This design comes from an exercise in tuning for small area, a short achievable clock period and few clock cycles on the open sky130 flow, not from production work.
Where RTL was checked, it was by simulation tests only, not by an equivalence proof against the original.
For runs 3 and 4, only the layout was checked, not whether the RTL still works.
Power is estimated from default activity; no workload was simulated.

==> flow/design.v (outline; a module is shown in full before it is edited, if it fits) <==
// module gift_shop_part1: 202 lines
// module tree_w: 88 lines
// module mul_cs: 822 lines
module gift_shop_part1(
    input clk,
    input rst,
    input [31:0] data_in,
    input valid_in,
    output ready,
    output reg finished,
    output [63:0] result
);
  // ...
==> flow/run.sh <==
#!/bin/bash
# synth_recipe.tcl (not shown) runs the flow's synth.tcl, then flattens the netlist and writes it again
# the make line also repeats each setting of config.mk as NAME=value (left out here)
make -C /OpenROAD-flow-scripts/flow DESIGN_CONFIG=/design/flow/config.mk WORK_HOME=/design/flow/orfs CLKGATE_MAP_FILE= SYNTH_SCRIPT=/design/flow/synth_recipe.tcl finish
==> flow/config.mk <==
export PLATFORM = sky130hd
export DESIGN_NAME = gift_shop_part1
export DESIGN_NICKNAME = gift_shop_part1
export VERILOG_FILES = /design/flow/design.v
export SDC_FILE = /design/flow/constraint.sdc
export NUM_CORES = 4
export LEC_CHECK = 0
export CAP_MARGIN = 20
export CORE_MARGIN = 2
export CORE_UTILIZATION = 40
export PLACE_DENSITY = 0.6
export SLEW_MARGIN = 20
==> flow/constraint.sdc <==
create_clock -name core_clock -period 10.0 [get_ports {clk}]
set_input_delay 2.0000 -clock core_clock [delete_from_list [all_inputs] [get_ports {clk}]]
set_output_delay 2.0000 -clock core_clock [all_outputs]
set_load 0.01 [all_outputs]
==> summary.txt, run 1 <==
design area=0.0317 sq mm; number of endpoints with negative hold slack in the final report=0; multi-input logic portion of the cell area=0.580; most common library cell in the layout ignoring fill and taps=inv_1; Resized Gates After CTS=0; footprint of the multi-input gates=0.0184 sq mm; R2R depth=16; CTS Hold Buffers Added=0; worst-case vdd ir drop=0.0000968 V; number of signal-net buffers in the layout=110; routed metal-1 wirelength=39200 um; run status=finished clean; number of max-slew violations in the final report=0; WL/cell=21.5 um; Worst setup EP type=primary output; final worst path period need=5450 ps; final core utilization=0.445; remaining max-slew budget at the tightest pin=0.290; Hold Slack=401 ps; max incr delay on CP=530 ps; R2R setup slack=4630 ps; area of the core region=0.0712 sq mm; Clk power=1480 uW; number of levels in the clock H-tree=2; number of sequential cells=334; comb_multi_in=2119; maximum clock insertion buffer count=3; start-to-end type of the worst setup path=in2out; YS warnings=1; Critical Path Slowest Stage Cell=clkdlybuf4s50_1; switching component of the power=1470 uW; number of distinct standard cells referenced by the synthesized netlist=78; number of top-level pins=101; flip-flop cell with the highest count after synthesis=dfxtp_1; area share of and/or/nand/nor cells after synthesis=0.172; Comb power=1190 uW; aggregate negative setup slack=0 ps; total via count in the routed design=21700; setup ws final=4550 ps; cell type with the highest aggregate area in the netlist=fa_1; number of clock buffers in the layout=49; fraction of power consumed by the clock network=0.344
Testbench counts, summed over its fixed seeds: cycles 7,040.
==> run 2: changes to the inputs <==
--- a/flow/config.mk
+++ b/flow/config.mk
@@ -10,3 +10,4 @@
 export CORE_UTILIZATION = 40
 export PLACE_DENSITY = 0.6
+export SETUP_SLACK_MARGIN = 5
 export SLEW_MARGIN = 20
==> summary.txt, run 2 <==
run status=finished clean (unchanged); pin count of the biggest net entering global routing=101 (unchanged); vias in the first global route=22300 (about the same); Hold Slack=408 ps (was 401 ps); Max-Cap Viols=0 (unchanged); PD cells=136 mW/mm^2 (about the same); average cell area after synthesis=9.48 sq um (unchanged); insertion delay of the later-clocked pin in the worst-skew pair=580 ps (about the same); top area cells in the synthesized netlist=fa_1 (24%), edfxtp_1 (15%), dfxtp_1 (13%) (unchanged); final worst path period need=4870 ps (was 5450 ps); largest driver fanout on the critical path=32 (unchanged); routability congestion estimate from global placement=0.941 (unchanged); cell count after synthesis=3031 (unchanged); register with the most flip-flops=acc (unchanged); half-perimeter wire length after placement=66400 um (unchanged); flip-flop count of the largest register after layout=54 (unchanged); setup violators final=0 (unchanged); Die Span Y=272 um (unchanged); RSZ-0062 raised after global routing=no (unchanged); total routed wirelength=86600 um (was 86400 um); ANT nets after route=0 (unchanged); number of sinks on the clock net=334 (unchanged); area of the die=0.0740 sq mm (unchanged); number of top-level pins=101 (unchanged); aggregate negative setup slack=0 ps (unchanged); CTS tree=yes (unchanged); starting utilization of the core area=0.403 (unchanged); CTS Hold Buffers Added=0 (unchanged); Worst setup EP type=primary output (unchanged); mapped cell area=0.0287 sq mm (unchanged); number of max-slew violations in the final report=0 (unchanged); final-stage net count=3578 (was 3577); data arrival time of the critical path=2870 ps (was 3450 ps); Critical Path Start Type=primary input (unchanged); 1st-pass router iterations=6 (unchanged); fraction of registers with async set/reset=0 (unchanged); most frequent cells in the layout=inv_1 (442), fa_1 (345), nand2_1 (341) (unchanged); remaining max-slew budget at the tightest pin=0.294 (was 0.290); most used standard cells in the synthesized netlist=inv_1 (442), fa_1 (345), nand2_1 (341) (unchanged); Final Cycle Share=0.487 (was 0.545); largest registers in the final layout=acc: 54 flops, scs: 34 flops, scc: 33 flops (unchanged); number of endpoints with negative hold slack in the final report=0 (unchanged); global-route wire length before repair=136000 um (about the same); total of flip-flops plus latches after synthesis=334 (unchanged); Max Clk Rate=205 MHz (was 183 MHz); measured slew at the worst slew-check pin=1050 ps (was 1060 ps); Root Driver=clkbuf_16 (unchanged); Die X-Extent=272 um (unchanged); total via count in the routed design=21800 (was 21700); required arrival time at the worst endpoint=8000 ps (about the same); overall global routing resource usage=0.239 (unchanged); area of the core region=0.0712 sq mm (unchanged); static leakage=0.0137 uW (about the same); post-route clock skew=32.4 ps (was 30.2 ps); detail-routed via count per cell=5.40 (about the same); flip-flop cell with the highest count after synthesis=dfxtp_1 (unchanged); antenna violations before repair=1 (unchanged); EDFF count, synth=142 (unchanged); Congestion Overflow GR=0 (unchanged); area growth from synthesis to final layout=10.8% (was 10.5%); WL/cell=21.5 um (about the same); number of core rows=98 (unchanged); clock slew at reported path FFs=60 ps (about the same); maximum clock insertion buffer count=3 (unchanged); worst-case vdd ir drop=0.0000960 V (was 0.0000968 V); TritonCTS Buffers=40 (unchanged); number of levels in the clock H-tree=2 (unchanged); Tightest Hold Check Type=reg2reg (unchanged); count of unresolved DRC violations after routing=0 (unchanged); initial DRC count=1898 (was 1902); count of buffers from port buffering=90 (unchanged); number of inserted filler cells in the final layout=6869 (was 6873); most frequently used cell type in the post-synthesis netlist=inv_1 (unchanged); most common library cell in the layout ignoring fill and taps=inv_1 (unchanged); cell type with the highest aggregate area in the netlist=fa_1 (unchanged); number of distinct standard cells referenced by the synthesized netlist=78 (unchanged); start-to-end type of the worst setup path=in2out (unchanged); fraction of synthesized cell area taken by the top area cell type=0.240 (unchanged); YS warnings=1 (unchanged); fraction of layout instances using a drive strength above 1=0.0540 (was 0.0530); sequential element share of the synthesized area=0.282 (unchanged)
[run 2: kinds of logic after synthesis]
logic type,Yosys count,share of synthesized area
AO/OA/AOI/OAI,488,0.112
XOR/XNOR,83,0.0253
adder cells (fa/ha/maj),498,0.307
buffers and inverters,587,0.0786
flip-flops,334,0.282
multiplexers,60,0.0227
other,1,0.000131
AND/OR/NAND/NOR,980,0.172
[run 2: power by group]
group	internal, uW	switching [uW]
Clock	852	629
Sequential	1530	108
Combinational	460	735
[run 2: path summary, 6_finish.rpt]
path / start / endpoint / slack (ps) / cells past startpoint
worst max register to register: xr[10] / scc[18] / 5260 / 12
worst min register to register: zp / z2 / 410 / 0
worst min-delay path: zp / z2 / 410 / 0
worst max-delay path: rst / ready / 5130 / 4
[run 2: through the flow]
| stage | area (sq um) | util | setup WS (ps) | instances | power, uW |
|---|---|---|---|---|---|
| global placement | 30400 | 0.427 | 4590 | 3955 | 2840 |
| detailed placement | 30400 | 0.427 | 4610 | 3955 | 2830 |
| global route | 31800 | 0.446 | 5020 | 4026 | 4530 |
| finish | 31800 | 0.447 | 5130 | 4027 | 4310 |
| floorplan | 28800 | - | 5360 | 3040 | 2430 |
| CTS | 31800 | 0.446 | 5040 | 4025 | 4330 |
[run 2: critical path, stage by stage]
cell,delay (ps)
buf_6,230
inv_1,110
buf_8,190
dlygate4sd2_1,310
[run 2: layer usage]
metal / track usage / routed length (um) / up-vias
met1: 0.341 / 39000 / 10800
met4: 0.0675 / 2610 / 0
met5: 0 / 0 / -
met3: 0.0477 / 6890 / 176
li1: - / - / 9943
met2: 0.370 / 38100 / 830
[run 2: what timing repair did]
item | in CTS | in global routing
resized for setup | 9 | 4
setup buffers | 0 | 1
endpoints found under the setup margin | 5 | 5
[run 2: layout make-up]
| class | count | area [sq um] | area share |
|---|---|---|---|
| timing repair buffer | 111 | 1110 | 0.0349 |
| tap | 950 | 1190 | 0.0374 |
| clock buffer | 49 | 1110 | 0.0349 |
| sequential | 334 | 8120 | 0.255 |
| antenna | 1 | 2.50 | 0.0000787 |
| multi-input combinational | 2119 | 18400 | 0.579 |
| clock inverter | 21 | 213 | 0.00669 |
| inverter | 442 | 1660 | 0.0522 |
==> module gift_shop_part1, before the edit <==
module gift_shop_part1(
    input clk,
    input rst,
    input [31:0] data_in,
    input valid_in,
    output ready,
    output reg finished,
    output [63:0] result
);
    assign ready = !rst;
    reg [1:0]  wc;
    reg [31:0] ra, rb;
    reg [2:0]  ke;       
    reg eph, sph;        
    reg [5:1]  sele, sels;   
    reg [4:1]  nsel;         
    reg        altp;         
    reg        zp;           
    reg [17:0] ws, wcr;
    reg        fr, e2, s2, z2;
    reg [16:0] bq;           
    reg [16:0] xr;
    reg [17:0] yr;
    reg [2:0]  ka, k3;
    reg [15:0] th;
    reg [33:0] scs, scc;
    reg s1p1, s1p2, s1p3, s2p1, s2p2, s2p3, defer3;
    reg [53:0] acc;
    reg [5:0]  rcnt;
    assign result = {10'd0, acc};
    function [6:0] m10; input [3:0] d;
        case (d) 4'd0: m10 = 0; 4'd1: m10 = 10; 4'd2: m10 = 20; 4'd3: m10 = 30; 4'd4: m10 = 40;
        4'd5: m10 = 50; 4'd6: m10 = 60; 4'd7: m10 = 70; 4'd8: m10 = 80; default: m10 = 90; endcase
    endfunction
    function [9:0] m100; input [3:0] d;
        case (d) 4'd0: m100 = 0; 4'd1: m100 = 100; 4'd2: m100 = 200; 4'd3: m100 = 300; 4'd4: m100 = 400;
        4'd5: m100 = 500; 4'd6: m100 = 600; 4'd7: m100 = 700; 4'd8: m100 = 800; default: m100 = 900; endcase
    endfunction
    function [13:0] m1000; input [3:0] d;
        case (d) 4'd0: m1000 = 0; 4'd1: m1000 = 1000; 4'd2: m1000 = 2000; 4'd3: m1000 = 3000; 4'd4: m1000 = 4000;
        4'd5: m1000 = 5000; 4'd6: m1000 = 6000; 4'd7: m1000 = 7000; 4'd8: m1000 = 8000; default: m1000 = 9000; endcase
    endfunction
    function [16:0] m10000; input [3:0] d;
        case (d) 4'd0: m10000 = 0; 4'd1: m10000 = 10000; 4'd2: m10000 = 20000; 4'd3: m10000 = 30000; 4'd4: m10000 = 40000;
        4'd5: m10000 = 50000; 4'd6: m10000 = 60000; 4'd7: m10000 = 70000; 4'd8: m10000 = 80000; default: m10000 = 90000; endcase
    endfunction
    function [16:0] hfac;    
        input [2:0] e;
        case (e)
            3'd1: hfac = 17'd11;
            3'd2: hfac = 17'd101;
            3'd3: hfac = 17'd1001;
            3'd4: hfac = 17'd10001;
            default: hfac = 17'd100001;
        endcase
    endfunction
    wire [39:0] ncand = (wc == 2'd1) ? {data_in[7:0], ra} : {data_in[15:0], rb[31:8]};
    reg  [3:0]  ndc;
    integer i;
    always @* begin
        ndc = 4'd1;
        for (i = 1; i < 10; i = i + 1)
            if (ncand[4*i +: 4] != 4'd0) ndc = i + 1;
    end
    wire [3:0] ed [0:9];
    wire [3:0] sd [0:9];
    genvar g;
    generate
        for (g = 0; g < 8; g = g + 1) begin : g_e
            assign ed[g] = ra[4*g +: 4];
        end
        for (g = 0; g < 6; g = g + 1) begin : g_s
            assign sd[g] = rb[8 + 4*g +: 4];
        end
    endgenerate
    assign ed[8] = rb[3:0];
    assign ed[9] = rb[7:4];
    assign sd[6] = rb[3:0];
    assign sd[7] = rb[7:4];
    assign sd[8] = ra[27:24];
    assign sd[9] = ra[31:28];
    reg [19:0] hd, ll;
    integer j, k;
    always @* begin
        hd = 20'd0;
        ll = 20'd0;
        for (j = 0; j < 5; j = j + 1)
            for (k = j + 1; k <= 5; k = k + 1) begin
                hd[4*j +: 4] = hd[4*j +: 4] | ({4{sele[k]}} & ed[j + k]) | ({4{sels[k]}} & sd[j + k]);
                ll[4*j +: 4] = ll[4*j +: 4] | ({4{sele[k]}} & ed[j]) | ({4{sels[k]}} & sd[j]);
            end
    end
    wire lt = ll < hd;
    wire eq = ll == hd;
    wire fx = (lt || (sph && eq)) && !altp;
    wire [16:0] nc = (nsel[1] ? 17'd9 : 17'd0) | (nsel[2] ? 17'd99 : 17'd0)
                   | (nsel[3] ? 17'd999 : 17'd0) | (nsel[4] ? 17'd9999 : 17'd0);
    wire [17:0] v0 = {14'd0, hd[3:0]} - 18'd1;
    wire [6:0]  v1 = m10(hd[7:4]);
    wire [9:0]  v2 = m100(hd[11:8]);
    wire [13:0] v3 = m1000(hd[15:12]);
    wire [16:0] v4 = m10000(hd[19:16]) | nc;
    wire [17:0] ws_n, wc_n;
    tree_w tw(.v0(v0), .v1(v1), .v2(v2), .v3(v3), .v4(v4), .ws(ws_n), .wc(wc_n));
    wire [17:0] xb = e2 ? 18'h1ffff : {1'b0, bq};
    wire [17:0] us_ = xb ^ ws ^ wcr;
    wire [17:0] uc_ = (xb & ws) | (xb & wcr) | (ws & wcr);
    wire [18:0] usum = {us_, 1'b1} + {uc_[16:0], 1'b1, !fr};
    wire [17:0] u_s = usum[18:1];
    wire [16:0] vs_ = bq ^ ~ws[16:0] ^ ~wcr[16:0];
    wire [16:0] vc_ = (bq & ~ws[16:0]) | (bq & ~wcr[16:0]) | (~ws[16:0] & ~wcr[16:0]);
    wire [17:0] vsum = {vs_, 1'b1} + {vc_[15:0], 1'b1, fr};
    wire [16:0] v_s = z2 ? 17'd0 : vsum[17:1];
    wire [2:0] kn = (wc == 2'd1) ? ndc[3:1] : ke;
    wire alte = ndc[0];
    wire [3:0] k2 = {ke, 1'b0};
    wire alts = ndc != k2;
    wire [2:0] knine = (wc == 2'd1) ? ndc[3:1] : ke - 3'd1;
    wire [34:0] ms, mc;
    mul_cs mul(.a(xr), .b(yr), .s(ms), .c(mc));
    wire [53:0] ad_s = s2p3 ? {3'd0, scs, 17'd0} : {20'd0, scs};
    wire [53:0] ad_c = s2p3 ? {3'd0, scc, 17'd0} : {20'd0, scc};
    wire [53:0] sum2 = (s2p1 ? 54'd0 : acc) + ad_s + ad_c;
    wire load1 = s2;
    wire load2 = s2p1;
    wire want3 = s2p2 || defer3;
    wire load3 = want3 && !load1;
    always @(posedge clk) begin
        if (rst) begin
            wc <= 2'd0;
            eph <= 1'b0;
            sph <= 1'b0;
            sele <= 5'd0;
            sels <= 5'd0;
            e2 <= 1'b0;
            s2 <= 1'b0;
            nsel <= 4'd0;
            altp <= 1'b0;
            s1p1 <= 1'b0; s1p2 <= 1'b0; s1p3 <= 1'b0;
            s2p1 <= 1'b0; s2p2 <= 1'b0; s2p3 <= 1'b0;
            defer3 <= 1'b0;
            acc <= 54'd0;
            rcnt <= 6'd0;
            finished <= 1'b0;
        end else begin
            eph <= valid_in && wc == 2'd1;
            sph <= valid_in && wc == 2'd2;
            e2 <= eph;
            s2 <= sph;
            for (j = 1; j <= 5; j = j + 1) begin
                sele[j] <= valid_in && wc == 2'd1 && !alte && kn == j;
                sels[j] <= valid_in && wc == 2'd2 && !alts && kn == j;
            end
            for (j = 1; j <= 4; j = j + 1)
                nsel[j] <= valid_in && (wc == 2'd1 ? alte : wc == 2'd2 ? alts : 1'b0) && knine == j;
            altp <= valid_in && (wc == 2'd1 ? alte : wc == 2'd2 ? alts : 1'b0);
            zp <= (ke == 3'd0) || (ndc > k2);
            if (valid_in) wc <= (wc == 2'd2) ? 2'd0 : wc + 2'd1;
            s1p1 <= load1;
            s1p2 <= load2;
            s1p3 <= load3;
            s2p1 <= s1p1;
            s2p2 <= s1p2;
            s2p3 <= s1p3;
            defer3 <= want3 && load1;
            if ((s2p2 || s2p3) && !finished) acc <= sum2;
            if (s2p3) rcnt <= rcnt + 6'd1;
            if (s2p3 && rcnt == 6'd33) finished <= 1'b1;
        end
        if (valid_in && wc == 2'd0) ra <= data_in;
        if (valid_in && wc == 2'd1) begin
            rb <= data_in;
            ke <= ndc[3:1];
        end
        if (valid_in && wc == 2'd2) begin
            rb[7:0] <= data_in[7:0];
            ra[31:24] <= data_in[15:8];
        end
        if (load1) begin
            xr <= v_s;
            yr <= u_s;
            ka <= ke;
        end else if (load2) begin
            xr <= sum2[17:1];
            yr <= {1'b0, hfac(ka)};
        end else if (load3) begin
            xr <= {1'b0, th};
            yr <= {1'b0, hfac(k3)};
        end
        if (load2) begin
            th <= sum2[33:18];
            k3 <= ka;
        end
        ws <= ws_n;
        wcr <= wc_n;
        fr <= fx;
        z2 <= zp;
        if (e2) bq <= u_s[16:0];
        scs <= ms[33:0];
        scc <= mc[33:0];
    end
endmodule
==> run 3: changes to the inputs <==
--- a/flow/design.v
+++ b/flow/design.v
@@ -27,4 +27,5 @@
     reg s1p1, s1p2, s1p3, s2p1, s2p2, s2p3, defer3;
     reg [53:0] acc;
+    reg        fresh;        
     reg [5:0]  rcnt;
     assign result = {10'd0, acc};
@@ -91,7 +92,7 @@
             end
     end
-    wire lt = ll < hd;
-    wire eq = ll == hd;
-    wire fx = (lt || (sph && eq)) && !altp;
+    wire cmp_co;
+    cout20 cmp(.a(ll), .b(~hd), .ci(eph), .co(cmp_co));
+    wire fx = !cmp_co && !altp;
     wire [16:0] nc = (nsel[1] ? 17'd9 : 17'd0) | (nsel[2] ? 17'd99 : 17'd0)
                    | (nsel[3] ? 17'd999 : 17'd0) | (nsel[4] ? 17'd9999 : 17'd0);
@@ -106,10 +107,11 @@
     wire [17:0] us_ = xb ^ ws ^ wcr;
     wire [17:0] uc_ = (xb & ws) | (xb & wcr) | (ws & wcr);
-    wire [18:0] usum = {us_, 1'b1} + {uc_[16:0], 1'b1, !fr};
-    wire [17:0] u_s = usum[18:1];
+    wire [17:0] u_s;
+    padd18 uadd(.a(us_), .b({uc_[16:0], 1'b1}), .ci(!fr), .y(u_s));
     wire [16:0] vs_ = bq ^ ~ws[16:0] ^ ~wcr[16:0];
     wire [16:0] vc_ = (bq & ~ws[16:0]) | (bq & ~wcr[16:0]) | (~ws[16:0] & ~wcr[16:0]);
-    wire [17:0] vsum = {vs_, 1'b1} + {vc_[15:0], 1'b1, fr};
-    wire [16:0] v_s = z2 ? 17'd0 : vsum[17:1];
+    wire [16:0] v_sum;
+    padd17 vadd(.a(vs_), .b({vc_[15:0], 1'b1}), .ci(fr), .y(v_sum));
+    wire [16:0] v_s = z2 ? 17'd0 : v_sum;
     wire [2:0] kn = (wc == 2'd1) ? ndc[3:1] : ke;
     wire alte = ndc[0];
@@ -121,5 +123,9 @@
     wire [53:0] ad_s = s2p3 ? {3'd0, scs, 17'd0} : {20'd0, scs};
     wire [53:0] ad_c = s2p3 ? {3'd0, scc, 17'd0} : {20'd0, scc};
-    wire [53:0] sum2 = (s2p1 ? 54'd0 : acc) + ad_s + ad_c;
+    wire [53:0] base = (s2p1 || fresh) ? 54'd0 : acc;
+    wire [53:0] a3s = base ^ ad_s ^ ad_c;
+    wire [53:0] a3c = (base & ad_s) | (base & ad_c) | (ad_s & ad_c);
+    wire [53:0] sum2;
+    padd54 aadd(.a(a3s), .b({a3c[52:0], 1'b0}), .ci(1'b0), .y(sum2));
     wire load1 = s2;
     wire load2 = s2p1;
@@ -140,5 +146,5 @@
             s2p1 <= 1'b0; s2p2 <= 1'b0; s2p3 <= 1'b0;
             defer3 <= 1'b0;
-            acc <= 54'd0;
+            fresh <= 1'b1;
             rcnt <= 6'd0;
             finished <= 1'b0;
@@ -164,5 +170,5 @@
             s2p3 <= s1p3;
             defer3 <= want3 && load1;
-            if ((s2p2 || s2p3) && !finished) acc <= sum2;
+            if ((s2p2 || s2p3) && !finished) fresh <= 1'b0;
             if (s2p3) rcnt <= rcnt + 6'd1;
             if (s2p3 && rcnt == 6'd33) finished <= 1'b1;
@@ -180,12 +186,12 @@
             xr <= v_s;
             yr <= u_s;
-            ka <= ke;
         end else if (load2) begin
             xr <= sum2[17:1];
             yr <= {1'b0, hfac(ka)};
-        end else if (load3) begin
+        end else begin
             xr <= {1'b0, th};
             yr <= {1'b0, hfac(k3)};
         end
+        if (load1) ka <= ke;
         if (load2) begin
             th <= sum2[33:18];
@@ -197,4 +203,5 @@
         z2 <= zp;
         if (e2) bq <= u_s[16:0];
+        if ((s2p2 || s2p3) && !finished) acc <= sum2;
         scs <= ms[33:0];
         scc <= mc[33:0];
@@ -1111,2 +1118,411 @@
   assign c = rb;
 endmodule
+module padd54(input [53:0] a, input [53:0] b, input ci, output [53:0] y);
+  wire [53:0] p0 = a ^ b;
+  wire [53:0] g0 = a & b;
+  wire gc0 = g0[0] | (p0[0] & ci);
+  wire ng0 = g0[1] | (p0[1] & gc0);
+  wire ng1 = g0[3] | (p0[3] & g0[2]);
+  wire np1 = p0[3] & p0[2];
+  wire ng2 = g0[5] | (p0[5] & g0[4]);
+  wire np2 = p0[5] & p0[4];
+  wire ng3 = g0[7] | (p0[7] & g0[6]);
+  wire np3 = p0[7] & p0[6];
+  wire ng4 = g0[9] | (p0[9] & g0[8]);
+  wire np4 = p0[9] & p0[8];
+  wire ng5 = g0[11] | (p0[11] & g0[10]);
+  wire np5 = p0[11] & p0[10];
+  wire ng6 = g0[13] | (p0[13] & g0[12]);
+  wire np6 = p0[13] & p0[12];
+  wire ng7 = g0[15] | (p0[15] & g0[14]);
+  wire np7 = p0[15] & p0[14];
+  wire ng8 = g0[17] | (p0[17] & g0[16]);
+  wire np8 = p0[17] & p0[16];
+  wire ng9 = g0[19] | (p0[19] & g0[18]);
+  wire np9 = p0[19] & p0[18];
+  wire ng10 = g0[21] | (p0[21] & g0[20]);
+  wire np10 = p0[21] & p0[20];
+  wire ng11 = g0[23] | (p0[23] & g0[22]);
+  wire np11 = p0[23] & p0[22];
+  wire ng12 = g0[25] | (p0[25] & g0[24]);
+  wire np12 = p0[25] & p0[24];
+  wire ng13 = g0[27] | (p0[27] & g0[26]);
+  wire np13 = p0[27] & p0[26];
+  wire ng14 = g0[29] | (p0[29] & g0[28]);
+  wire np14 = p0[29] & p0[28];
+  wire ng15 = g0[31] | (p0[31] & g0[30]);
+  wire np15 = p0[31] & p0[30];
+  wire ng16 = g0[33] | (p0[33] & g0[32]);
+  wire np16 = p0[33] & p0[32];
+  wire ng17 = g0[35] | (p0[35] & g0[34]);
+  wire np17 = p0[35] & p0[34];
+  wire ng18 = g0[37] | (p0[37] & g0[36]);
+  wire np18 = p0[37] & p0[36];
+  wire ng19 = g0[39] | (p0[39] & g0[38]);
+  wire np19 = p0[39] & p0[38];
+  wire ng20 = g0[41] | (p0[41] & g0[40]);
+  wire np20 = p0[41] & p0[40];
+  wire ng21 = g0[43] | (p0[43] & g0[42]);
+  wire np21 = p0[43] & p0[42];
+  wire ng22 = g0[45] | (p0[45] & g0[44]);
+  wire np22 = p0[45] & p0[44];
+  wire ng23 = g0[47] | (p0[47] & g0[46]);
+  wire np23 = p0[47] & p0[46];
+  wire ng24 = g0[49] | (p0[49] & g0[48]);
+  wire np24 = p0[49] & p0[48];
+  wire ng25 = g0[51] | (p0[51] & g0[50]);
+  wire np25 = p0[51] & p0[50];
+  wire ng26 = g0[53] | (p0[53] & g0[52]);
+  wire np26 = p0[53] & p0[52];
+  wire ng27 = g0[2] | (p0[2] & ng0);
+  wire ng28 = ng1 | (np1 & ng0);
+  wire ng29 = g0[6] | (p0[6] & ng2);
+  wire np29 = p0[6] & np2;
+  wire ng30 = ng3 | (np3 & ng2);
+  wire np30 = np3 & np2;
+  wire ng31 = g0[10] | (p0[10] & ng4);
+  wire np31 = p0[10] & np4;
+  wire ng32 = ng5 | (np5 & ng4);
+  wire np32 = np5 & np4;
+  wire ng33 = g0[14] | (p0[14] & ng6);
+  wire np33 = p0[14] & np6;
+  wire ng34 = ng7 | (np7 & ng6);
+  wire np34 = np7 & np6;
+  wire ng35 = g0[18] | (p0[18] & ng8);
+  wire np35 = p0[18] & np8;
+  wire ng36 = ng9 | (np9 & ng8);
+  wire np36 = np9 & np8;
+  wire ng37 = g0[22] | (p0[22] & ng10);
+  wire np37 = p0[22] & np10;
+  wire ng38 = ng11 | (np11 & ng10);
+  wire np38 = np11 & np10;
+  wire ng39 = g0[26] | (p0[26] & ng12);
+  wire np39 = p0[26] & np12;
+  wire ng40 = ng13 | (np13 & ng12);
+  wire np40 = np13 & np12;
+  wire ng41 = g0[30] | (p0[30] & ng14);
+  wire np41 = p0[30] & np14;
+  wire ng42 = ng15 | (np15 & ng14);
+  wire np42 = np15 & np14;
+  wire ng43 = g0[34] | (p0[34] & ng16);
+  wire np43 = p0[34] & np16;
+  wire ng44 = ng17 | (np17 & ng16);
+  wire np44 = np17 & np16;
+  wire ng45 = g0[38] | (p0[38] & ng18);
+  wire np45 = p0[38] & np18;
+  wire ng46 = ng19 | (np19 & ng18);
+  wire np46 = np19 & np18;
+  wire ng47 = g0[42] | (p0[42] & ng20);
+  wire np47 = p0[42] & np20;
+  wire ng48 = ng21 | (np21 & ng20);
+  wire np48 = np21 & np20;
+  wire ng49 = g0[46] | (p0[46] & ng22);
+  wire np49 = p0[46] & np22;
+  wire ng50 = ng23 | (np23 & ng22);
+  wire np50 = np23 & np22;
+  wire ng51 = g0[50] | (p0[50] & ng24);
+  wire np51 = p0[50] & np24;
+  wire ng52 = ng25 | (np25 & ng24);
+  wire np52 = np25 & np24;
+  wire ng53 = g0[4] | (p0[4] & ng28);
+  wire ng54 = ng2 | (np2 & ng28);
+  wire ng55 = ng29 | (np29 & ng28);
+  wire ng56 = ng30 | (np30 & ng28);
+  wire ng57 = g0[12] | (p0[12] & ng32);
+  wire np57 = p0[12] & np32;
+  wire ng58 = ng6 | (np6 & ng32);
+  wire np58 = np6 & np32;
+  wire ng59 = ng33 | (np33 & ng32);
+  wire np59 = np33 & np32;
+  wire ng60 = ng34 | (np34 & ng32);
+  wire np60 = np34 & np32;
+  wire ng61 = g0[20] | (p0[20] & ng36);
+  wire np61 = p0[20] & np36;
+  wire ng62 = ng10 | (np10 & ng36);
+  wire np62 = np10 & np36;
+  wire ng63 = ng37 | (np37 & ng36);
+  wire np63 = np37 & np36;
+  wire ng64 = ng38 | (np38 & ng36);
+  wire np64 = np38 & np36;
+  wire ng65 = g0[28] | (p0[28] & ng40);
+  wire np65 = p0[28] & np40;
+  wire ng66 = ng14 | (np14 & ng40);
+  wire np66 = np14 & np40;
+  wire ng67 = ng41 | (np41 & ng40);
+  wire np67 = np41 & np40;
+  wire ng68 = ng42 | (np42 & ng40);
+  wire np68 = np42 & np40;
+  wire ng69 = g0[36] | (p0[36] & ng44);
+  wire np69 = p0[36] & np44;
+  wire ng70 = ng18 | (np18 & ng44);
+  wire np70 = np18 & np44;
+  wire ng71 = ng45 | (np45 & ng44);
+  wire np71 = np45 & np44;
+  wire ng72 = ng46 | (np46 & ng44);
+  wire np72 = np46 & np44;
+  wire ng73 = g0[44] | (p0[44] & ng48);
+  wire np73 = p0[44] & np48;
+  wire ng74 = ng22 | (np22 & ng48);
+  wire np74 = np22 & np48;
+  wire ng75 = ng49 | (np49 & ng48);
+  wire np75 = np49 & np48;
+  wire ng76 = ng50 | (np50 & ng48);
+  wire np76 = np50 & np48;
+  wire ng77 = g0[52] | (p0[52] & ng52);
+  wire np77 = p0[52] & np52;
+  wire ng78 = ng26 | (np26 & ng52);
+  wire np78 = np26 & np52;
+  wire ng79 = g0[8] | (p0[8] & ng56);
+  wire ng80 = ng4 | (np4 & ng56);
+  wire ng81 = ng31 | (np31 & ng56);
+  wire ng82 = ng32 | (np32 & ng56);
+  wire ng83 = ng57 | (np57 & ng56);
+  wire ng84 = ng58 | (np58 & ng56);
+  wire ng85 = ng59 | (np59 & ng56);
+  wire ng86 = ng60 | (np60 & ng56);
+  wire ng87 = g0[24] | (p0[24] & ng64);
+  wire np87 = p0[24] & np64;
+  wire ng88 = ng12 | (np12 & ng64);
+  wire np88 = np12 & np64;
+  wire ng89 = ng39 | (np39 & ng64);
+  wire np89 = np39 & np64;
+  wire ng90 = ng40 | (np40 & ng64);
+  wire np90 = np40 & np64;
+  wire ng91 = ng65 | (np65 & ng64);
+  wire np91 = np65 & np64;
+  wire ng92 = ng66 | (np66 & ng64);
+  wire np92 = np66 & np64;
+  wire ng93 = ng67 | (np67 & ng64);
+  wire np93 = np67 & np64;
+  wire ng94 = ng68 | (np68 & ng64);
+  wire np94 = np68 & np64;
+  wire ng95 = g0[40] | (p0[40] & ng72);
+  wire np95 = p0[40] & np72;
+  wire ng96 = ng20 | (np20 & ng72);
+  wire np96 = np20 & np72;
+  wire ng97 = ng47 | (np47 & ng72);
+  wire np97 = np47 & np72;
+  wire ng98 = ng48 | (np48 & ng72);
+  wire np98 = np48 & np72;
+  wire ng99 = ng73 | (np73 & ng72);
+  wire np99 = np73 & np72;
+  wire ng100 = ng74 | (np74 & ng72);
+  wire np100 = np74 & np72;
+  wire ng101 = ng75 | (np75 & ng72);
+  wire np101 = np75 & np72;
+  wire ng102 = ng76 | (np76 & ng72);
+  wire np102 = np76 & np72;
+  wire ng103 = g0[16] | (p0[16] & ng86);
+  wire ng104 = ng8 | (np8 & ng86);
+  wire ng105 = ng35 | (np35 & ng86);
+  wire ng106 = ng36 | (np36 & ng86);
+  wire ng107 = ng61 | (np61 & ng86);
+  wire ng108 = ng62 | (np62 & ng86);
+  wire ng109 = ng63 | (np63 & ng86);
+  wire ng110 = ng64 | (np64 & ng86);
+  wire ng111 = ng87 | (np87 & ng86);
+  wire ng112 = ng88 | (np88 & ng86);
+  wire ng113 = ng89 | (np89 & ng86);
+  wire ng114 = ng90 | (np90 & ng86);
+  wire ng115 = ng91 | (np91 & ng86);
+  wire ng116 = ng92 | (np92 & ng86);
+  wire ng117 = ng93 | (np93 & ng86);
+  wire ng118 = ng94 | (np94 & ng86);
+  wire ng119 = g0[48] | (p0[48] & ng102);
+  wire np119 = p0[48] & np102;
+  wire ng120 = ng24 | (np24 & ng102);
+  wire np120 = np24 & np102;
+  wire ng121 = ng51 | (np51 & ng102);
+  wire np121 = np51 & np102;
+  wire ng122 = ng52 | (np52 & ng102);
+  wire np122 = np52 & np102;
+  wire ng123 = ng77 | (np77 & ng102);
+  wire np123 = np77 & np102;
+  wire ng124 = ng78 | (np78 & ng102);
+  wire np124 = np78 & np102;
+  wire ng125 = g0[32] | (p0[32] & ng118);
+  wire ng126 = ng16 | (np16 & ng118);
+  wire ng127 = ng43 | (np43 & ng118);
+  wire ng128 = ng44 | (np44 & ng118);
+  wire ng129 = ng69 | (np69 & ng118);
+  wire ng130 = ng70 | (np70 & ng118);
+  wire ng131 = ng71 | (np71 & ng118);
+  wire ng132 = ng72 | (np72 & ng118);
+  wire ng133 = ng95 | (np95 & ng118);
+  wire ng134 = ng96 | (np96 & ng118);
+  wire ng135 = ng97 | (np97 & ng118);
+  wire ng136 = ng98 | (np98 & ng118);
+  wire ng137 = ng99 | (np99 & ng118);
+  wire ng138 = ng100 | (np100 & ng118);
+  wire ng139 = ng101 | (np101 & ng118);
+  wire ng140 = ng102 | (np102 & ng118);
+  wire ng141 = ng119 | (np119 & ng118);
+  wire ng142 = ng120 | (np120 & ng118);
+  wire ng143 = ng121 | (np121 & ng118);
+  wire ng144 = ng122 | (np122 & ng118);
+  wire ng145 = ng123 | (np123 & ng118);
+  wire ng146 = ng124 | (np124 & ng118);
+  wire [53:0] cc = {ng145, ng144, ng143, ng142, ng141, ng140, ng139, ng138, ng137, ng136, ng135, ng134, ng133, ng132, ng131, ng130, ng129, ng128, ng127, ng126, ng125, ng118, ng117, ng116, ng115, ng114, ng113, ng112, ng111, ng110, ng109, ng108, ng107, ng106, ng105, ng104, ng103, ng86, ng85, ng84, ng83, ng82, ng81, ng80, ng79, ng56, ng55, ng54, ng53, ng28, ng27, ng0, gc0, ci};
+  assign y = p0 ^ cc;
+endmodule
+module padd18(input [17:0] a, input [17:0] b, input ci, output [17:0] y);
+  wire [17:0] p0 = a ^ b;
+  wire [17:0] g0 = a & b;
+  wire gc0 = g0[0] | (p0[0] & ci);
+  wire ng0 = g0[1] | (p0[1] & gc0);
+  wire ng1 = g0[3] | (p0[3] & g0[2]);
+  wire np1 = p0[3] & p0[2];
+  wire ng2 = g0[5] | (p0[5] & g0[4]);
+  wire np2 = p0[5] & p0[4];
+  wire ng3 = g0[7] | (p0[7] & g0[6]);
+  wire np3 = p0[7] & p0[6];
+  wire ng4 = g0[9] | (p0[9] & g0[8]);
+  wire np4 = p0[9] & p0[8];
+  wire ng5 = g0[11] | (p0[11] & g0[10]);
+  wire np5 = p0[11] & p0[10];
+  wire ng6 = g0[13] | (p0[13] & g0[12]);
+  wire np6 = p0[13] & p0[12];
+  wire ng7 = g0[15] | (p0[15] & g0[14]);
+  wire np7 = p0[15] & p0[14];
+  wire ng8 = g0[17] | (p0[17] & g0[16]);
+  wire np8 = p0[17] & p0[16];
+  wire ng9 = g0[2] | (p0[2] & ng0);
+  wire ng10 = ng1 | (np1 & ng0);
+  wire ng11 = g0[6] | (p0[6] & ng2);
+  wire np11 = p0[6] & np2;
+  wire ng12 = ng3 | (np3 & ng2);
+  wire np12 = np3 & np2;
+  wire ng13 = g0[10] | (p0[10] & ng4);
+  wire np13 = p0[10] & np4;
+  wire ng14 = ng5 | (np5 & ng4);
+  wire np14 = np5 & np4;
+  wire ng15 = g0[14] | (p0[14] & ng6);
+  wire np15 = p0[14] & np6;
+  wire ng16 = ng7 | (np7 & ng6);
+  wire np16 = np7 & np6;
+  wire ng17 = g0[4] | (p0[4] & ng10);
+  wire ng18 = ng2 | (np2 & ng10);
+  wire ng19 = ng11 | (np11 & ng10);
+  wire ng20 = ng12 | (np12 & ng10);
+  wire ng21 = g0[12] | (p0[12] & ng14);
+  wire np21 = p0[12] & np14;
+  wire ng22 = ng6 | (np6 & ng14);
+  wire np22 = np6 & np14;
+  wire ng23 = ng15 | (np15 & ng14);
+  wire np23 = np15 & np14;
+  wire ng24 = ng16 | (np16 & ng14);
+  wire np24 = np16 & np14;
+  wire ng25 = g0[8] | (p0[8] & ng20);
+  wire ng26 = ng4 | (np4 & ng20);
+  wire ng27 = ng13 | (np13 & ng20);
+  wire ng28 = ng14 | (np14 & ng20);
+  wire ng29 = ng21 | (np21 & ng20);
+  wire ng30 = ng22 | (np22 & ng20);
+  wire ng31 = ng23 | (np23 & ng20);
+  wire ng32 = ng24 | (np24 & ng20);
+  wire ng33 = g0[16] | (p0[16] & ng32);
+  wire ng34 = ng8 | (np8 & ng32);
+  wire [17:0] cc = {ng33, ng32, ng31, ng30, ng29, ng28, ng27, ng26, ng25, ng20, ng19, ng18, ng17, ng10, ng9, ng0, gc0, ci};
+  assign y = p0 ^ cc;
+endmodule
+module padd17(input [16:0] a, input [16:0] b, input ci, output [16:0] y);
+  wire [16:0] p0 = a ^ b;
+  wire [16:0] g0 = a & b;
+  wire gc0 = g0[0] | (p0[0] & ci);
+  wire ng0 = g0[1] | (p0[1] & gc0);
+  wire ng1 = g0[3] | (p0[3] & g0[2]);
+  wire np1 = p0[3] & p0[2];
+  wire ng2 = g0[5] | (p0[5] & g0[4]);
+  wire np2 = p0[5] & p0[4];
+  wire ng3 = g0[7] | (p0[7] & g0[6]);
+  wire np3 = p0[7] & p0[6];
+  wire ng4 = g0[9] | (p0[9] & g0[8]);
+  wire np4 = p0[9] & p0[8];
+  wire ng5 = g0[11] | (p0[11] & g0[10]);
+  wire np5 = p0[11] & p0[10];
+  wire ng6 = g0[13] | (p0[13] & g0[12]);
+  wire np6 = p0[13] & p0[12];
+  wire ng7 = g0[15] | (p0[15] & g0[14]);
+  wire np7 = p0[15] & p0[14];
+  wire ng8 = g0[2] | (p0[2] & ng0);
+  wire ng9 = ng1 | (np1 & ng0);
+  wire ng10 = g0[6] | (p0[6] & ng2);
+  wire np10 = p0[6] & np2;
+  wire ng11 = ng3 | (np3 & ng2);
+  wire np11 = np3 & np2;
+  wire ng12 = g0[10] | (p0[10] & ng4);
+  wire np12 = p0[10] & np4;
+  wire ng13 = ng5 | (np5 & ng4);
+  wire np13 = np5 & np4;
+  wire ng14 = g0[14] | (p0[14] & ng6);
+  wire np14 = p0[14] & np6;
+  wire ng15 = ng7 | (np7 & ng6);
+  wire np15 = np7 & np6;
+  wire ng16 = g0[4] | (p0[4] & ng9);
+  wire ng17 = ng2 | (np2 & ng9);
+  wire ng18 = ng10 | (np10 & ng9);
+  wire ng19 = ng11 | (np11 & ng9);
+  wire ng20 = g0[12] | (p0[12] & ng13);
+  wire np20 = p0[12] & np13;
+  wire ng21 = ng6 | (np6 & ng13);
+  wire np21 = np6 & np13;
+  wire ng22 = ng14 | (np14 & ng13);
+  wire np22 = np14 & np13;
+  wire ng23 = ng15 | (np15 & ng13);
+  wire np23 = np15 & np13;
+  wire ng24 = g0[8] | (p0[8] & ng19);
+  wire ng25 = ng4 | (np4 & ng19);
+  wire ng26 = ng12 | (np12 & ng19);
+  wire ng27 = ng13 | (np13 & ng19);
+  wire ng28 = ng20 | (np20 & ng19);
+  wire ng29 = ng21 | (np21 & ng19);
+  wire ng30 = ng22 | (np22 & ng19);
+  wire ng31 = ng23 | (np23 & ng19);
+  wire ng32 = g0[16] | (p0[16] & ng31);
+  wire [16:0] cc = {ng31, ng30, ng29, ng28, ng27, ng26, ng25, ng24, ng19, ng18, ng17, ng16, ng9, ng8, ng0, gc0, ci};
+  assign y = p0 ^ cc;
+endmodule
+module cout20(input [19:0] a, input [19:0] b, input ci, output co);
+  wire [19:0] p0 = a ^ b;
+  wire [19:0] g0 = a & b;
+  wire gc0 = g0[0] | (p0[0] & ci);
+  wire cg0 = g0[1] | (p0[1] & gc0);
+  wire cp0 = p0[1] & p0[0];
+  wire cg1 = g0[3] | (p0[3] & g0[2]);
+  wire cp1 = p0[3] & p0[2];
+  wire cg2 = g0[5] | (p0[5] & g0[4]);
+  wire cp2 = p0[5] & p0[4];
+  wire cg3 = g0[7] | (p0[7] & g0[6]);
+  wire cp3 = p0[7] & p0[6];
+  wire cg4 = g0[9] | (p0[9] & g0[8]);
+  wire cp4 = p0[9] & p0[8];
+  wire cg5 = g0[11] | (p0[11] & g0[10]);
+  wire cp5 = p0[11] & p0[10];
+  wire cg6 = g0[13] | (p0[13] & g0[12]);
+  wire cp6 = p0[13] & p0[12];
+  wire cg7 = g0[15] | (p0[15] & g0[14]);
+  wire cp7 = p0[15] & p0[14];
+  wire cg8 = g0[17] | (p0[17] & g0[16]);
+  wire cp8 = p0[17] & p0[16];
+  wire cg9 = g0[19] | (p0[19] & g0[18]);
+  wire cp9 = p0[19] & p0[18];
+  wire cg10 = cg1 | (cp1 & cg0);
+  wire cp10 = cp1 & cp0;
+  wire cg11 = cg3 | (cp3 & cg2);
+  wire cp11 = cp3 & cp2;
+  wire cg12 = cg5 | (cp5 & cg4);
+  wire cp12 = cp5 & cp4;
+  wire cg13 = cg7 | (cp7 & cg6);
+  wire cp13 = cp7 & cp6;
+  wire cg14 = cg9 | (cp9 & cg8);
+  wire cp14 = cp9 & cp8;
+  wire cg15 = cg11 | (cp11 & cg10);
+  wire cp15 = cp11 & cp10;
+  wire cg16 = cg13 | (cp13 & cg12);
+  wire cp16 = cp13 & cp12;
+  wire cg17 = cg16 | (cp16 & cg15);
+  wire cp17 = cp16 & cp15;
+  wire cg18 = cg14 | (cp14 & cg17);
+  wire cp18 = cp14 & cp17;
+  assign co = cg18;
+endmodule
==> summary.txt, run 3 <==
routability congestion estimate from global placement=0.904 (was 0.941); cell count after synthesis=2559 (was 3031); pin count of the biggest net entering global routing=61 (was 101); main combinational cell family by area after synthesis=adder cells (unchanged); PD cells=131 mW/mm^2 (was 136 mW/mm^2); most used standard cells in the synthesized netlist=inv_1 (369), fa_1 (358), and2_1 (336) (was inv_1 (442), fa_1 (345), nand2_1 (341)); Critical Path Start Type=primary input (unchanged); design area=0.0301 sq mm (was 0.0318 sq mm); maximum clock insertion buffer count=3 (unchanged); clock slew at reported path FFs=60 ps (about the same); Die X-Extent=264 um (was 272 um); flip-flop cell with the highest count after synthesis=dfxtp_1 (unchanged); post-route clock skew=24.2 ps (was 32.4 ps); count of buffers from port buffering=90 (unchanged); total routed wirelength=74900 um (was 86600 um); R2R setup slack=5320 ps (was 5260 ps); CTS Hold Buffers Added=0 (unchanged); fraction of registers with async set/reset=0 (unchanged); vias in the first global route=20200 (was 22300); start-to-end type of the worst setup path=in2out (unchanged); Tightest Hold Check Type=reg2reg (unchanged); Die Span Y=264 um (was 272 um); required arrival time at the worst endpoint=8000 ps (about the same); count of unresolved DRC violations after routing=0 (unchanged); largest registers in the final layout=acc: 54 flops, scs: 34 flops, scc: 33 flops (unchanged); run status=finished clean (unchanged); xor and xnor area share after synthesis=0.0253 (about the same); non-filler instance count after layout=3524 (was 4027); CTS tree=yes (unchanged); antenna cells=0 (was 1); setup violators final=0 (unchanged); starting utilization of the core area=0.403 (about the same); area of the die=0.0697 sq mm (was 0.0740 sq mm); Congestion Overflow GR=0 (unchanged); Root Driver=clkbuf_16 (unchanged); static leakage=0.0132 uW (was 0.0137 uW); average cell area after synthesis=10.6 sq um (was 9.48 sq um); final-stage net count=3168 (was 3578); WL/cell=21.2 um (was 21.5 um); remaining max-slew budget at the tightest pin=0.310 (was 0.294); total via count in the routed design=18600 (was 21800); area growth from synthesis to final layout=11.4% (was 10.8%); area share of and/or/nand/nor cells after synthesis=0.156 (was 0.172); Total Power Consumption=3950 uW (was 4310 uW); end point of the critical path=ready (unchanged); ANT nets after route=0 (unchanged); register with the most flip-flops=acc (unchanged); number of endpoints with negative hold slack in the final report=0 (unchanged); number of levels in the clock H-tree=2 (unchanged); overall global routing resource usage=0.219 (was 0.239); R2R depth=13 (was 12); 1st-pass router iterations=5 (was 6); TritonCTS Buffers=38 (was 40); EDFF count, synth=161 (was 142); total placed cells including tap cells=3454 (was 3955); initial DRC count=1227 (was 1898); half-perimeter wire length after placement=57400 um (was 66400 um); most common library cell in the layout ignoring fill and taps=inv_1 (unchanged); most frequently used cell type in the post-synthesis netlist=inv_1 (unchanged); number of distinct standard cells referenced by the synthesized netlist=67 (was 78); end of the worst register-to-register path=acc[53] (was scc[18]); measured slew at the worst slew-check pin=1030 ps (was 1050 ps); Max-Cap Viols=0 (unchanged); Post-Synth Adder-Cell Area=0.336 (was 0.307); cell type with the highest aggregate area in the netlist=fa_1 (unchanged); mapped cell area=0.0270 sq mm (was 0.0287 sq mm); worst-case vdd ir drop=0.000108 V (was 0.0000960 V); final worst path period need=4920 ps (was 4870 ps); area of the core region=0.0670 sq mm (was 0.0712 sq mm); share of cell area taken by muxes after synthesis=0.0250 (was 0.0227); data arrival time of the critical path=2920 ps (was 2870 ps); Worst setup EP type=primary output (unchanged); global-route wire length before repair=117000 um (was 136000 um); top area cells in the synthesized netlist=fa_1 (27%), edfxtp_1 (18%), dfxtp_1 (13%) (was fa_1 (24%), edfxtp_1 (15%), dfxtp_1 (13%)); antenna violations before repair=0 (was 1); total of flip-flops plus latches after synthesis=335 (was 334); Post-DP Area=0.0288 sq mm (was 0.0304 sq mm); start point of the critical path=rst (unchanged); Max Clk Rate=203 MHz (was 205 MHz); sequential element share of the synthesized area=0.308 (was 0.282); insertion delay of the later-clocked pin in the worst-skew pair=580 ps (about the same); fraction of synthesized cell area taken by the top area cell type=0.265 (was 0.240); Final Cycle Share=0.492 (was 0.487); aggregate negative setup slack=0 ps (unchanged); fraction of layout instances using a drive strength above 1=0.0562 (was 0.0540); most frequent cells in the layout=inv_1 (367), fa_1 (358), and2_1 (336) (was inv_1 (442), fa_1 (345), nand2_1 (341)); compound-gate portion of the synthesized area=0.0820 (was 0.112); final core utilization=0.449 (was 0.447); YS warnings=1 (unchanged); flip-flop count of the largest register after layout=54 (unchanged); number of core rows=95 (was 98); detail-routed via count per cell=5.27 (was 5.40); number of max-slew violations in the final report=0 (unchanged); RSZ-0062 raised after global routing=no (unchanged); worst reg2reg startpoint=s2p3 (was xr[10]); number of top-level pins=101 (unchanged); largest driver fanout on the critical path=23 (was 32); number of sinks on the clock net=335 (was 334); number of inserted filler cells in the final layout=6252 (was 6869)
## run 3: changes by cell type after synthesis, moves of 24 or more
cell,previous run,this run
nand2_1,341,138
and2_1,181,336
nand2b_1,88,13
inv_1,442,369
a21oi_1,144,73
clkbuf_1,119,75
o21ai_0,78,45
nor2_1,130,106
## run 3: power breakdown
part / internal, uW / leakage [uW] / switching, uW
Sequential: 1550 / 0.00289 / 77.2
Clock: 804 / 0.000620 / 614
Combinational: 371 / 0.00965 / 531
Total: 2730 / 0.0132 / 1220
## run 3: how the worst min path moves through the flow
stage | endpoint | cells past startpoint | from | slack (ps)
finish | z2 | 0 | zp | 370
global route | z2 | 0 | zp | 390
CTS | z2 | 0 | zp | 380
detailed placement | z2 | 0 | zp | 360
global placement | z2 | 0 | zp | 370
floorplan | z2 | 0 | zp | 320
## run 3: logic make-up after synthesis
| group | after synthesis |
|---|---|
| flops | 335 |
| mux | 62 |
| fa+ha+maj | 512 |
| buf+inv | 468 |
| compound gates | 325 |
| simple gates | 778 |
| xor+xnor | 78 |
| other cells | 1 |
## run 3: layout make-up
cell class                      count  area [sq um]  share of cell area
Multi-Input combinational cell   1765         17000               0.563
Inverter                          370          1390              0.0461
Clock buffer                       50          1090              0.0362
Timing Repair Buffer              112          1090              0.0361
Tap cell                          873          1090              0.0363
Sequential cell                   335          8320               0.276
Clock inverter                     19           171             0.00569
## run 3: metal layers
layer  GRT usage  up-vias  part of all wire
met5           0        -                 0
li1            -     8453                 -
met2       0.387      540              0.50
met1       0.261     9417              0.40
met4      0.0961        0             0.051
met3      0.0372      166             0.050
## run 3: per-stage QoR
stage | worst slack [ps] | hold WS (ps)
2_1_floorplan | 5760 | 323
3_5_place_dp | 4210 | 359
3_3_place_gp | 4270 | 374
5_1_grt | 5020 | 386
4_1_cts | 5020 | 375
6_report | 5080 | 373
## run 3: worst max-delay path, stage by stage
cell             delay (ps)
clkbuf_4                230
inv_2                   140
clkdlybuf4s50_1         540
## run 3: repair_timing
action,CTS,global route
resized for setup,8,4
setup buffers,0,1
endpoints found under the setup margin,2,9
endpoints found under the hold margin,0,0
==> run 4: changes to the inputs <==
--- a/flow/design.v
+++ b/flow/design.v
@@ -135,31 +135,14 @@
         if (rst) begin
             wc <= 2'd0;
-            eph <= 1'b0;
             sph <= 1'b0;
-            sele <= 5'd0;
-            sels <= 5'd0;
-            e2 <= 1'b0;
             s2 <= 1'b0;
-            nsel <= 4'd0;
-            altp <= 1'b0;
             s1p1 <= 1'b0; s1p2 <= 1'b0; s1p3 <= 1'b0;
             s2p1 <= 1'b0; s2p2 <= 1'b0; s2p3 <= 1'b0;
             defer3 <= 1'b0;
             fresh <= 1'b1;
-            rcnt <= 6'd0;
             finished <= 1'b0;
         end else begin
-            eph <= valid_in && wc == 2'd1;
             sph <= valid_in && wc == 2'd2;
-            e2 <= eph;
             s2 <= sph;
-            for (j = 1; j <= 5; j = j + 1) begin
-                sele[j] <= valid_in && wc == 2'd1 && !alte && kn == j;
-                sels[j] <= valid_in && wc == 2'd2 && !alts && kn == j;
-            end
-            for (j = 1; j <= 4; j = j + 1)
-                nsel[j] <= valid_in && (wc == 2'd1 ? alte : wc == 2'd2 ? alts : 1'b0) && knine == j;
-            altp <= valid_in && (wc == 2'd1 ? alte : wc == 2'd2 ? alts : 1'b0);
-            zp <= (ke == 3'd0) || (ndc > k2);
             if (valid_in) wc <= (wc == 2'd2) ? 2'd0 : wc + 2'd1;
             s1p1 <= load1;
@@ -171,7 +154,18 @@
             defer3 <= want3 && load1;
             if ((s2p2 || s2p3) && !finished) fresh <= 1'b0;
-            if (s2p3) rcnt <= rcnt + 6'd1;
             if (s2p3 && rcnt == 6'd33) finished <= 1'b1;
         end
+        eph <= valid_in && wc == 2'd1;
+        e2 <= eph;
+        for (j = 1; j <= 5; j = j + 1) begin
+            sele[j] <= valid_in && wc == 2'd1 && !alte && kn == j;
+            sels[j] <= valid_in && wc == 2'd2 && !alts && kn == j;
+        end
+        for (j = 1; j <= 4; j = j + 1)
+            nsel[j] <= valid_in && (wc == 2'd1 ? alte : wc == 2'd2 ? alts : 1'b0) && knine == j;
+        altp <= valid_in && (wc == 2'd1 ? alte : wc == 2'd2 ? alts : 1'b0);
+        zp <= (ke == 3'd0) || (ndc > k2);
+        if (fresh) rcnt <= 6'd0;
+        else if (s2p3) rcnt <= rcnt + 6'd1;
         if (valid_in && wc == 2'd0) ra <= data_in;
         if (valid_in && wc == 2'd1) begin
==> summary.txt, run 4 <==
Root Driver=clkbuf_16 (unchanged); mapped cell area=0.0269 sq mm (was 0.0270 sq mm); number of levels in the clock H-tree=2 (unchanged); number of sinks on the clock net=335 (unchanged); maximum clock insertion buffer count=3 (unchanged); data arrival time of the critical path=2930 ps (was 2920 ps); fraction of registers with async set/reset=0 (unchanged); CTS Hold Buffers Added=0 (unchanged); setup violators final=0 (unchanged); aggregate negative setup slack=0 ps (unchanged); flip-flop cell with the highest count after synthesis=dfxtp_1 (unchanged); max incr delay on CP=530 ps (was 540 ps); static leakage=0.0132 uW (about the same); Max Clk Rate=203 MHz (about the same); area growth from synthesis to final layout=12.1% (was 11.4%); starting utilization of the core area=0.402 (was 0.403); total via count in the routed design=18300 (was 18600); measured slew at the worst slew-check pin=1050 ps (was 1030 ps); area of the die=0.0694 sq mm (was 0.0697 sq mm); Worst setup EP type=primary output (unchanged); number of endpoints with negative hold slack in the final report=0 (unchanged); total routed wirelength=74900 um (about the same); overall global routing resource usage=0.220 (was 0.219); Congestion Overflow GR=0 (unchanged); largest registers in the final layout=acc: 54 flops, scs: 34 flops, scc: 33 flops (unchanged); run status=finished clean (unchanged); cell count after synthesis=2519 (was 2559); number of top-level pins=101 (unchanged); start-to-end type of the worst setup path=in2out (unchanged); area of the core region=0.0669 sq mm (was 0.0670 sq mm); initial DRC count=1142 (was 1227); worst-case vdd ir drop=0.000136 V (was 0.000108 V); remaining max-slew budget at the tightest pin=0.297 (was 0.310); flip-flop count of the largest register after layout=54 (unchanged); most used standard cells in the synthesized netlist=fa_1 (358), inv_1 (356), and2_1 (342) (was inv_1 (369), fa_1 (358), and2_1 (336)); Tightest Hold Check Type=reg2reg (unchanged); WL/cell=21.4 um (was 21.2 um); Max-Cap Viols=0 (unchanged); routability congestion estimate from global placement=0.955 (was 0.904); most frequently used cell type in the post-synthesis netlist=fa_1 (was inv_1); ANT nets after route=0 (unchanged); Final Cycle Share=0.493 (was 0.492); Die X-Extent=263 um (was 264 um); 1st-pass router iterations=6 (was 5); clock slew at reported path FFs=60 ps (about the same); cell type with the highest aggregate area in the netlist=fa_1 (unchanged); largest driver fanout on the critical path=12 (was 23); antenna cells=0 (unchanged); most common library cell in the layout ignoring fill and taps=fa_1 (was inv_1); post-place setup slack=4650 ps (was 4210 ps); most frequent cells in the layout=fa_1 (358), inv_1 (355), and2_1 (342) (was inv_1 (367), fa_1 (358), and2_1 (336)); final core utilization=0.451 (was 0.449); vias in the first global route=20200 (about the same); count of unresolved DRC violations after routing=0 (unchanged); fraction of layout instances using a drive strength above 1=0.0647 (was 0.0562); insertion delay of the later-clocked pin in the worst-skew pair=580 ps (about the same); number of core rows=95 (unchanged); pin count of the biggest net entering global routing=61 (unchanged); TritonCTS Buffers=40 (was 38); PD cells=175 mW/mm^2 (was 131 mW/mm^2); Hold Slack=338 ps (was 373 ps); CTS tree=yes (unchanged); total of flip-flops plus latches after synthesis=335 (unchanged); number of distinct standard cells referenced by the synthesized netlist=70 (was 67); Critical Path Start Type=primary input (unchanged); required arrival time at the worst endpoint=8000 ps (about the same); antenna violations before repair=2 (was 0); number of max-slew violations in the final report=0 (unchanged); EDFF count, synth=160 (was 161); Critical Path Slowest Stage Cell=clkdlybuf4s50_1 (unchanged); sequential element share of the synthesized area=0.309 (was 0.308); register with the most flip-flops=acc (unchanged); detail-routed via count per cell=5.24 (was 5.27); final worst path period need=4930 ps (was 4920 ps); final-stage net count=3143 (was 3168); count of buffers from port buffering=90 (unchanged); half-perimeter wire length after placement=56700 um (was 57400 um); YS warnings=1 (unchanged); post-route clock skew=34.9 ps (was 24.2 ps); fraction of synthesized cell area taken by the top area cell type=0.266 (was 0.265); average cell area after synthesis=10.7 sq um (was 10.6 sq um); Die Span Y=263 um (was 264 um); global-route wire length before repair=117000 um (about the same); setup ws final=5070 ps (was 5080 ps); crit-path cells=clkdlybuf4s15_2, inv_1, clkdlybuf4s50_1 (was clkbuf_4, inv_2, clkdlybuf4s50_1); top area cells in the synthesized netlist=fa_1 (27%), edfxtp_1 (18%), dfxtp_1 (13%) (unchanged); RSZ-0062 raised after global routing=no (unchanged)
==> run 4: cell types whose count changed in the layout (fill, tap and decap cells not counted), sizes merged, moves of 8 or more <==
cell	change
buf	+11
nor2b	+8
nor3	-15
inv	-14
xor2	+10
nor2	-18
==> run 4: final cells by class <==
type                    instances  area, sq um
fillers                      6189        36800
repair buffers                124         1190
multi-input cells            1739        16900
flip-flops and latches        335         8310
inverters                     357         1340
clock inverters                19          173
well taps                     873         1090
clock buffers                  55         1160
==> run 4: worst paths after layout <==
kind              cells past startpoint       to  start  slack, ps
setup / recovery                      3    ready    rst       5070
hold / removal                        0       z2     zp        340
setup reg to reg                     13  acc[53]   s2p3       5320
hold reg to reg                       0       z2     zp        340
==> run 4: timing repair <==
item	CTS	global route
setup buffers	0	1
endpoints found under the setup margin	1	13
resized for setup	3	4
pin swaps	0	0
==> run 4: through the flow <==
stage | instance area (sq um) | std cells | total power (uW)
after floorplan | 26900 | 2528 | 3230
after global placement | 28800 | 3426 | 3770
after detailed placement | 28800 | 3426 | 3830
after CTS | 30100 | 3500 | 5320
after global routing | 30200 | 3502 | 5650
final | 30200 | 3502 | 5280
==> run 4: kinds of logic after synthesis <==
logic type	synth area share
AOI/OAI and AO/OA	0.0834
xor gates and xnor gates	0.0277
adders and majority gates	0.337
buffers and inverters	0.0653
DFF	0.309
muxes	0.0227
other	0.000139
and+or+nand+nor	0.155
==> run 4: critical path, delay by kind of cell <==
kind,cells,cell delay (ps)
buf+inv,3,930
==> run 4: where the power goes <==
part / switching, uW / internal, uW / leakage, uW
sequential: 120 / 1670 / 0.00289
combinational: 1180 / 842 / 0.00970
clock: 618 / 847 / 0.000648
==> run 4: metal layers <==
layer,GRT usage,up-vias,share of wire
li1,-,8344,-
met1,0.262,9301,0.40
met2,0.399,546,0.51
met3,0.0260,150,0.044
met5,0,-,0
met4,0.0975,0,0.045
==> run 5: changes to the inputs <==
--- a/flow/design.v
+++ b/flow/design.v
@@ -130,5 +130,5 @@
     wire load1 = s2;
     wire load2 = s2p1;
-    wire want3 = s2p2 || defer3;
+    wire want3 = s1p2 || defer3;
     wire load3 = want3 && !load1;
     always @(posedge clk) begin
==> summary.txt, run 5 <==
mapped cell area=0.0269 sq mm (unchanged); most frequently used cell type in the post-synthesis netlist=fa_1 (unchanged); vias in the first global route=20400 (was 20200); Final Cycle Share=0.492 (was 0.493); total routed wirelength=74200 um (was 74900 um); static leakage=0.0133 uW (was 0.0132 uW); number of core rows=95 (unchanged); pin count of the biggest net entering global routing=64 (was 61); starting utilization of the core area=0.402 (unchanged); total of flip-flops plus latches after synthesis=335 (unchanged); half-perimeter wire length after placement=55900 um (was 56700 um); PD cells=175 mW/mm^2 (about the same); RSZ-0062 raised after global routing=yes (was no); insertion delay of the later-clocked pin in the worst-skew pair=570 ps (was 580 ps); final worst path period need=4920 ps (was 4930 ps); most frequent cells in the layout=fa_1 (358), inv_1 (355), and2_1 (342) (unchanged); start-to-end type of the worst setup path=in2out (unchanged); number of max-slew violations in the final report=0 (unchanged); number of levels in the clock H-tree=2 (unchanged); area of the die=0.0694 sq mm (unchanged); final-stage net count=3147 (was 3143); overall global routing resource usage=0.219 (was 0.220); Post-DP Area=0.0288 sq mm (about the same); WL/cell=21.2 um (was 21.4 um); setup violators final=0 (unchanged); Hold Slack=343 ps (was 338 ps); footprint of the multi-input gates=0.0169 sq mm (unchanged); cell type with the highest aggregate area in the netlist=fa_1 (unchanged); fraction of layout instances using a drive strength above 1=0.0653 (was 0.0647); ANT nets after route=0 (unchanged); CTS tree=yes (unchanged); Max-Cap Viols=0 (unchanged); largest driver fanout on the critical path=12 (unchanged); fraction of registers with async set/reset=0 (unchanged); worst-case vdd ir drop=0.000109 V (was 0.000136 V); Worst setup EP type=primary output (unchanged); clock slew at reported path FFs=60 ps (about the same); R2R setup slack=5300 ps (was 5320 ps); total via count in the routed design=18500 (was 18300); TritonCTS Buffers=39 (was 40); Critical Path Start Type=primary input (unchanged); Die X-Extent=263 um (unchanged); detail-routed via count per cell=5.26 (was 5.24); area of the core region=0.0669 sq mm (unchanged); Tightest Hold Check Type=reg2reg (unchanged); Die Span Y=263 um (unchanged); routability congestion estimate from global placement=0.956 (was 0.955); Max Clk Rate=203 MHz (about the same); cell count after synthesis=2519 (unchanged); number of sinks on the clock net=335 (unchanged); maximum clock insertion buffer count=3 (unchanged); register with the most flip-flops=acc (unchanged); count of buffers from port buffering=90 (unchanged); most used standard cells in the synthesized netlist=fa_1 (358), inv_1 (356), and2_1 (342) (unchanged); area growth from synthesis to final layout=12.1% (about the same); number of inserted filler cells in the final layout=6253 (was 6189); EDFF count, synth=160 (unchanged); global-route wire length before repair=116000 um (was 117000 um); top area cells in the synthesized netlist=fa_1 (27%), edfxtp_1 (18%), dfxtp_1 (13%) (unchanged); sequential cell area=0.00831 sq mm (unchanged); flip-flop cell with the highest count after synthesis=dfxtp_1 (unchanged); sequential element share of the synthesized area=0.309 (unchanged); number of top-level pins=101 (unchanged); Root Driver=clkbuf_16 (unchanged); count of unresolved DRC violations after routing=0 (unchanged); number of distinct standard cells referenced by the synthesized netlist=70 (unchanged); number of endpoints with negative hold slack in the final report=0 (unchanged); most common library cell in the layout ignoring fill and taps=fa_1 (unchanged); largest registers in the final layout=acc: 54 flops, scs: 34 flops, scc: 33 flops (unchanged); measured slew at the worst slew-check pin=1060 ps (was 1050 ps); aggregate negative setup slack=0 ps (unchanged); remaining max-slew budget at the tightest pin=0.289 (was 0.297); post-route clock skew=22.6 ps (was 34.9 ps); data arrival time of the critical path=2920 ps (was 2930 ps); design area=0.0302 sq mm (about the same); antenna violations before repair=2 (unchanged); required arrival time at the worst endpoint=8000 ps (about the same); fraction of synthesized cell area taken by the top area cell type=0.266 (unchanged); run status=finished clean (unchanged); flip-flop count of the largest register after layout=54 (unchanged); Congestion Overflow GR=0 (unchanged); average cell area after synthesis=10.7 sq um (unchanged); initial DRC count=1029 (was 1142); YS warnings=1 (unchanged); 1st-pass router iterations=5 (was 6)
## run 5: area by class of cell
cell class | instances | share of cell area
Antenna cell | 2 | 0.000166
Clock buffer | 54 | 0.0362
Clock inverter | 18 | 0.00692
Inverter | 357 | 0.0444
Multi-Input combinational cell | 1739 | 0.560
Sequential cell | 335 | 0.275
Tap cell | 873 | 0.0362
Timing Repair Buffer | 129 | 0.0406
## run 5: timing repair
| action | in CTS | in global routing |
|---|---|---|
| setup endpoints to repair | 1 | 18 |
| pin swaps | 0 | 0 |
| hold buffers | 0 | 0 |
| setup buffers | 0 | 1 |
| resized for setup | 3 | 4 |
## run 5: through the flow
step / setup slack (ps) / cells / utilization / power, uW
after floorplan: 5540 / 2528 / - / 3230
after detailed placement: 4670 / 3432 / 0.431 / 3840
after CTS: 5050 / 3504 / 0.450 / 5330
after global routing: 4960 / 3505 / 0.451 / 5660
after global placement: 4650 / 3432 / 0.431 / 3770
final: 5080 / 3507 / 0.451 / 5290
## run 5: power breakdown
group	switching, uW	internal, uW
logic	1200	841
registers	117	1670
clock network	609	853
total	1920	3370
## run 5: logic make-up after synthesis
family / count (synthesis) / share of synthesized area
xor gates and xnor gates: 85 / 0.0277
AOI/OAI and AO/OA: 319 / 0.0834
other: 1 / 0.000139
DFF: 335 / 0.309
adders and majority gates: 511 / 0.337
and+or+nand+nor: 758 / 0.155
buffers and inverters: 454 / 0.0653
muxes: 56 / 0.0227
## run 5: layer usage
metal	track usage	vias to the layer above	share of wire
met2	0.382	579	0.49
met4	0.117	0	0.061
met5	0	-	0
li1	-	8365	-
met1	0.262	9306	0.40
met3	0.0284	203	0.048
## run 5: worst paths after layout
check / start / end / cells past startpoint
setup / recovery: rst / ready / 3
hold / removal: zp / z2 / 0
setup reg to reg: s2p3 / acc[53] / 13
hold reg to reg: zp / z2 / 0
## run 5: critical path: stages
cell,delay (ps)
clkdlybuf4s15_2,280
inv_1,110
clkdlybuf4s50_1,530
Testbench counts of run 5, summed over its fixed seeds: cycles 6,976.

==> port drivers added, routing unchanged <==
The flow's constraints put no driver on any port. The routed layouts listed below were extracted and timed again, unchanged, in two steps. Step 1 assumes that a clkbuf_16 drives the clock port and a buf_2 every other input. Step 2 adds t to the input delays and takes it off the output delays; t is the mean of the earliest and latest rising clock arrival at the registers after step 1. Input paths then give back, and output paths get back, about the clock's delay inside the block. a / b / c = ideal ports / drivers / drivers and shift; a / b = the first two.
run | t (ns) | slack for setup (ns) | hold slack, ns | latest minus earliest clock arrival (ns) | cell pins on the clock port's net
run 1 | 0.633 | 4.546 / 4.513 / 4.513 | 0.401 / 0.401 / 0.401 | 0.031 / 0.030 | 1
run 2 | 0.633 | 5.127 / 5.082 / 4.819 | 0.408 / 0.408 / 0.408 | 0.033 / 0.032 | 1
run 3 | 0.627 | 5.083 / 5.060 / 5.017 | 0.373 / 0.373 / 0.373 | 0.024 / 0.025 | 1
run 4 | 0.619 | 5.068 / 5.047 / 4.829 | 0.338 / 0.338 / 0.338 | 0.035 / 0.035 | 1
run 5 | 0.618 | 5.082 / 5.061 / 4.867 | 0.343 / 0.343 / 0.343 | 0.025 / 0.024 | 1
After both steps setup and hold are still met in every run listed. The setup slack of run 2, which loses most, moves by -0.045 ns with the drivers and by -0.308 ns with both steps.
